This design comes from an exercise in tuning for small area, a short achievable clock period and few clock cycles per item on the open sky130 flow, not from production work. Where RTL was checked, it was by simulation tests only, not by an equivalence proof against the original.

// iterative_karatsuba_32_16
module iterative_karatsuba_32_16(clk, rst, enable, A, B, C, done);
Size: ~2600 cells after synthesis, ~130 I/O pins.
==> flow/config.mk <==
export PLATFORM = sky130hd
export DESIGN_NAME = iterative_karatsuba_32_16
export DESIGN_NICKNAME = iterative_karatsuba_32_16
export VERILOG_FILES = /design/flow/design.v
export SDC_FILE = /design/flow/constraint.sdc
export NUM_CORES = 4
export LEC_CHECK = 0
export CAP_MARGIN = 20
export CORE_MARGIN = 2
export CORE_UTILIZATION = 40
export SLEW_MARGIN = 20
==> flow/constraint.sdc <==
create_clock -name core_clock -period 42.0 [get_ports {clk}]
set_input_delay 8.4000 -clock core_clock [delete_from_list [all_inputs] [get_ports {clk}]]
set_output_delay 8.4000 -clock core_clock [all_outputs]
set_load 0.01 [all_outputs]
standard.sh (not shown) runs the stock make flow with config.mk's settings and CLKGATE_MAP_FILE= SYNTH_SCRIPT=/design/flow/synth_recipe.tcl, a recipe that flattens the netlist after the stock synthesis.
==> flow/flow/run.sh <==
#!/bin/bash
# The standard layout with two changes:
#  - synthesis skips Yosys's early "abc -fast" (SYNTH_ARGS=-noabc), so the
#    multiplier's full adders reach extract_fa as written and no inverters
#    land between the adder cells;
#  - every port still gets its buffer, but a plain buf_2 rather than the
#    delay cell buffer_ports picks by default.
set -euo pipefail
export BUFFER_PORTS_ARGS="-buffer_cell sky130_fd_sc_hd__buf_2"
bash standard.sh SYNTH_ARGS=-noabc synth > synth.log 2>&1
bash standard.sh > layout.log 2>&1
==> next run, changes <==
Settings changed: CAP_MARGIN 20 to 50, SLEW_MARGIN 20 to 70.
After rerunning: Sequential share of layout area shrinks by 0.15 points. Clock skew barely changes. Setup slack improved by 820 ps. Wire length stays flat. Via count went up by about 1%. Hold slack hardly moves.
No run of this note included a check of the RTL's function; only the layout flow was run.

========
iterative_karatsuba_32_16, a different RTL version from the one above (not shown whole).
Size in the first run: ~65 flip-flops, about 130 I/O pins, ~25000 µm² of cells after synthesis.
## iterative_karatsuba_32_16
module iterative_karatsuba_32_16(clk, rst, enable, A, B, C, done);
==> flow/config.mk <==
export PLATFORM = sky130hd
export DESIGN_NAME = iterative_karatsuba_32_16
export DESIGN_NICKNAME = iterative_karatsuba_32_16
export VERILOG_FILES = /design/flow/design.v
export SDC_FILE = /design/flow/constraint.sdc
export NUM_CORES = 4
export LEC_CHECK = 0
export ABC_AREA = 1
export CAP_MARGIN = 20
export CORE_MARGIN = 2
export CORE_UTILIZATION = 40
export SLEW_MARGIN = 20
==> flow/constraint.sdc <==
create_clock -name core_clock -period 42.0 [get_ports {clk}]
set_input_delay 8.4000 -clock core_clock [delete_from_list [all_inputs] [get_ports {clk}]]
set_output_delay 8.4000 -clock core_clock [all_outputs]
set_load 0.01 [all_outputs]
==> flow/flow/run.sh <==
#!/bin/bash
# The standard layout with two changes:
#  - synthesis skips Yosys's early "abc -fast" (SYNTH_ARGS=-noabc), so the
#    multiplier's full adders reach extract_fa as written and no inverters
#    land between the adder cells;
#  - every port still gets its buffer, but a plain buf_2 rather than the
#    delay cell buffer_ports picks by default.
set -euo pipefail
export BUFFER_PORTS_ARGS="-buffer_cell sky130_fd_sc_hd__buf_2"
export SETUP_SLACK_MARGIN=18
bash standard.sh SYNTH_ARGS=-noabc synth > synth.log 2>&1
bash standard.sh > layout.log 2>&1
The baseline produced a clean layout.
Testbench counts at the start, summed over its fixed seeds: cycles 3,208, items 3,200.
Edit:
--- a/flow/flow/run.sh
+++ b/flow/flow/run.sh
@@ -5,6 +5,6 @@
 #    land between the adder cells;
-#  - every port still gets its buffer, but a plain buf_2 rather than the
+#  - every port still gets its buffer, but a plain buf_1 rather than the
 #    delay cell buffer_ports picks by default.
 set -euo pipefail
-export BUFFER_PORTS_ARGS="-buffer_cell sky130_fd_sc_hd__buf_2"
+export BUFFER_PORTS_ARGS="-buffer_cell sky130_fd_sc_hd__buf_1"
 export SETUP_SLACK_MARGIN=18
CTS_BUF_LIST = sky130_fd_sc_hd__clkbuf_4 sky130_fd_sc_hd__clkbuf_8   (was unset)
PLACE_DENSITY = 0.8   (was unset)
Result:
- utilization decreases by 0.30 points
- area after synthesis does not change
- worst setup slack loses 0.069 ns
- register-to-register slack gains 0.09 ns
- final area decreases by 0.70%
- wire length decreases by 5.3%
Edit:
--- a/flow/flow/run.sh
+++ b/flow/flow/run.sh
@@ -5,6 +5,6 @@
 #    land between the adder cells;
-#  - every port still gets its buffer, but a plain buf_1 rather than the
+#  - every port still gets its buffer, but a plain buf_2 rather than the
 #    delay cell buffer_ports picks by default.
 set -euo pipefail
-export BUFFER_PORTS_ARGS="-buffer_cell sky130_fd_sc_hd__buf_1"
+export BUFFER_PORTS_ARGS="-buffer_cell sky130_fd_sc_hd__buf_2"
 export SETUP_SLACK_MARGIN=18
=> Cell count is about the same. First-iteration DRC count drops by 4.8%. Synthesized cell count is unchanged. Sequential share of layout area is about the same. Worst setup slack got worse by 0.0091 ns. Design area stays flat. Clock-buffer cell count rises by 1. Sequential cell count does not change. Hold slack hardly moves.
Edit:
CORE_UTILIZATION = 60   (was 40)
CTS_BUF_LIST = unset   (was sky130_fd_sc_hd__clkbuf_4 sky130_fd_sc_hd__clkbuf_8)
PLACE_DENSITY = 0.7   (was 0.8)
Result: The new run ran to the end with no violations. Count of clock-buffer cells in the layout rose by 1. Area after synthesis does not change. Die area fell by a quarter to a third.
Edit:
--- a/flow/flow/run.sh
+++ b/flow/flow/run.sh
@@ -10,2 +10,3 @@
 export SETUP_SLACK_MARGIN=18
+export RECOVER_POWER=50
 bash standard.sh SYNTH_ARGS=-noabc synth > synth.log 2>&1
CORE_UTILIZATION = 40   (was 60)
PLACE_DENSITY = unset   (was 0.7)
=>
- With this change the flow produced a layout that fails on max-capacitance violations, max-slew violations
- worst setup slack loses 1.5 ns
- area after synthesis does not change
- global-route usage goes down by 13 points

========
iterative_karatsuba_32_16 with an RTL version that a note above also has.
Size in the first run: ~2600 cells after synthesis, about 130 I/O pins, about 25000 um^2 of cells after synthesis.
export LEC_CHECK = 0
export CAP_MARGIN = 20
export CORE_MARGIN = 2
export CORE_UTILIZATION = 65
export PLACE_DENSITY = 0.75
export SLEW_MARGIN = 20
create_clock -name core_clock -period 42.0 [get_ports {clk}]
==> flow/flow/run.sh <==
#!/bin/bash
# The standard layout with two changes:
#  - synthesis skips Yosys's early "abc -fast" (SYNTH_ARGS=-noabc), so the
#    multiplier's full adders reach extract_fa as written and no inverters
#    land between the adder cells;
#  - every port still gets its buffer, but a plain buf_2 rather than the
#    delay cell buffer_ports picks by default.
set -euo pipefail
export BUFFER_PORTS_ARGS="-buffer_cell sky130_fd_sc_hd__buf_2"
bash standard.sh SYNTH_ARGS=-noabc synth > synth.log 2>&1
bash standard.sh > layout.log 2>&1
==> next run, changes <==
--- a/flow/flow/run.sh
+++ b/flow/flow/run.sh
@@ -9,0 +10 @@
+export SETUP_SLACK_MARGIN=18
Settings changed: CORE_UTILIZATION 65 to 40, PLACE_DENSITY 0.75 to unset.
Global-route usage falls by 15 points. Design area rises by 4.0%. Non-clock buffer count rises by 29. Clock skew rises by 0.0030 ns. Via count falls by about 1.2%. Clock-buffer cell count falls by 1.
==> next run, changes <==
--- a/flow/flow/run.sh
+++ b/flow/flow/run.sh
@@ -10 +10 @@
-export SETUP_SLACK_MARGIN=18
+export SETUP_SLACK_MARGIN=19.5
After rerunning:
- The changed run finished clean
- register-to-register slack gains 0.07 ns
- area after synthesis stays the same
- sequential share of layout area falls by 0.79 points
- cell area rises by 20%
No functional check of the RTL was part of any run of this note.

========
Setup of exp/zinc:
RTL: one of the versions met above, not the one the previous note started from.
Size in the first run: about 2,600 cells after synthesis, about 65 flip-flops, roughly 130 I/O pins, roughly 25,000 um^2 of cells after synthesis.
Settings: LEC_CHECK=0, ABC_AREA=1, CAP_MARGIN=20, CORE_MARGIN=2, CORE_UTILIZATION=40, SLEW_MARGIN=20; clock period 42.0 ns.
==> flow/flow/run.sh <==
#!/bin/bash
# The standard layout with two changes:
#  - synthesis skips Yosys's early "abc -fast" (SYNTH_ARGS=-noabc), so the
#    multiplier's full adders reach extract_fa as written and no inverters
#    land between the adder cells;
#  - every port still gets its buffer, but a plain buf_1 rather than the
#    delay cell buffer_ports picks by default.
set -euo pipefail
export BUFFER_PORTS_ARGS="-buffer_cell sky130_fd_sc_hd__buf_1"
export SETUP_SLACK_MARGIN=18
bash standard.sh SYNTH_ARGS=-noabc synth > synth.log 2>&1
bash standard.sh > layout.log 2>&1
Testbench counts of exp/zinc, summed over its fixed seeds: cycles 3,208, items 3,200.
Relative to exp/zinc, the following input files were edited for exp/amber:
==> flow/flow/run.sh <==
#!/bin/bash
# The standard layout with two changes:
#  - synthesis skips Yosys's early "abc -fast" (SYNTH_ARGS=-noabc), so the
#    multiplier's full adders reach extract_fa as written and no inverters
#    land between the adder cells;
#  - every port still gets its buffer, but a plain buf_2 rather than the
#    delay cell buffer_ports picks by default.
set -euo pipefail
export BUFFER_PORTS_ARGS="-buffer_cell sky130_fd_sc_hd__buf_2"
export SETUP_SLACK_MARGIN=18.5
bash standard.sh SYNTH_ARGS=-noabc synth > synth.log 2>&1
bash standard.sh > layout.log 2>&1
### Flow results
Relative to exp/zinc, cell area after layout increased by about 3% in exp/amber.
On routed metal-1 wirelength: between exp/zinc and exp/amber, it ends up lower for exp/zinc.
exp/zinc → exp/amber: wire length of the first global-routing pass has remained practically unchanged, number of signal-net buffers in the layout shows an increase of 17, core region area held, non-clock inverter total of the final layout went up 1.
Setup WNS exp/zinc -> exp/amber: better
exp/amber vs exp/zinc, top layer used by detailed routing: met4 vs met5
For the final clock period utilization by the worst path, exp/amber came in 0.67 points lower than exp/zinc did.
exp/amber completed end to end with timing, DRC and antenna clean.
A worst setup path startpoint of B[3] is what exp/amber shows, while B[1] belongs to exp/zinc.
Comparing exp/zinc with exp/amber, the routed wire length came out essentially unchanged.
exp/amber vs. exp/zinc: worst reg2reg path depth went down 2.
### exp/amber -> exp/violet
Settings: an added CTS_BUF_LIST of sky130_fd_sc_hd__clkbuf_4 sky130_fd_sc_hd__clkbuf_8.
--- a/flow/flow/run.sh
+++ b/flow/flow/run.sh
@@ -8,5 +8,5 @@
 set -euo pipefail
 export BUFFER_PORTS_ARGS="-buffer_cell sky130_fd_sc_hd__buf_2"
-export SETUP_SLACK_MARGIN=18.5
+export SETUP_SLACK_MARGIN=18
 bash standard.sh SYNTH_ARGS=-noabc synth > synth.log 2>&1
 bash standard.sh > layout.log 2>&1
### Flow results
From exp/amber to exp/violet the numbers moved as follows: final setup slack of the worst path decreased 0.24 ns, layout buffer count excluding clock buffers decreased about 8%, wire length decreased about 1.4%.
As far as die area goes, exp/violet and exp/amber are indistinguishable; the numbers are identical.
| cell area | higher: exp/amber |
exp/amber -> exp/violet: total clock sinks delta 0, exact match
Cmp exp/violet and exp/amber / utilization / lower: exp/violet

separate check: timing with driven ports:
In the flow no input, the clock included, has a driving cell. The finished layouts below were timed again as built, in two steps. Step 1, drivers: a clkbuf_16 drives clk and a buf_2 each remaining input, both assumed. Step 2 also shifts input and output timing later by t, the mid clock arrival at the registers, as if the neighbouring blocks saw the same clock. Slacks: ideal ports / drivers / drivers and shift; pairs: ideal ports / drivers.
run	shift t [ns]	slack for setup (ns)	hold WS [ns]	slew at the worst register clock pin (ns)	cell pins on the clock port's net
the first run of note 1	0.447	16.754 / 16.731 / 16.731	0.455 / 0.455 / 0.455	0.07 / 0.07	1
the second run of note 1	0.448	17.577 / 17.547 / 17.547	0.455 / 0.455 / 0.455	0.07 / 0.07	1
the first run of note 2	0.444	18.282 / 18.247 / 18.247	0.447 / 0.447 / 0.447	0.07 / 0.07	1
the second run of note 2	0.505	18.213 / 18.133 / 18.133	0.454 / 0.454 / 0.454	0.11 / 0.11	1
the third run of note 2	0.498	18.204 / 18.126 / 18.126	0.453 / 0.453 / 0.453	0.09 / 0.09	1
the fourth run of note 2	0.440	18.186 / 18.153 / 18.153	0.448 / 0.448 / 0.448	0.07 / 0.07	1
the fifth run of note 2	0.446	16.718 / 16.686 / 16.686	0.447 / 0.447 / 0.447	0.07 / 0.07	1
the first run of note 3	0.414	16.733 / 16.714 / 16.714	0.456 / 0.456 / 0.456	0.06 / 0.06	1
the second run of note 3	0.452	18.176 / 18.153 / 18.153	0.455 / 0.455 / 0.455	0.07 / 0.07	1
the third run of note 3	0.462	18.620 / 18.599 / 18.599	0.453 / 0.453 / 0.453	0.08 / 0.08	1
exp/zinc	0.449	18.248 / 18.226 / 18.226	0.448 / 0.448 / 0.448	0.07 / 0.07	1
exp/amber	0.447	18.529 / 18.492 / 18.492	0.447 / 0.447 / 0.447	0.08 / 0.08	1
exp/violet	0.499	18.293 / 18.258 / 18.258	0.453 / 0.453 / 0.453	0.11 / 0.11	1
For the second run of note 2, which loses most, drivers alone change the setup slack by -0.080 ns; drivers and shift together by -0.080 ns.
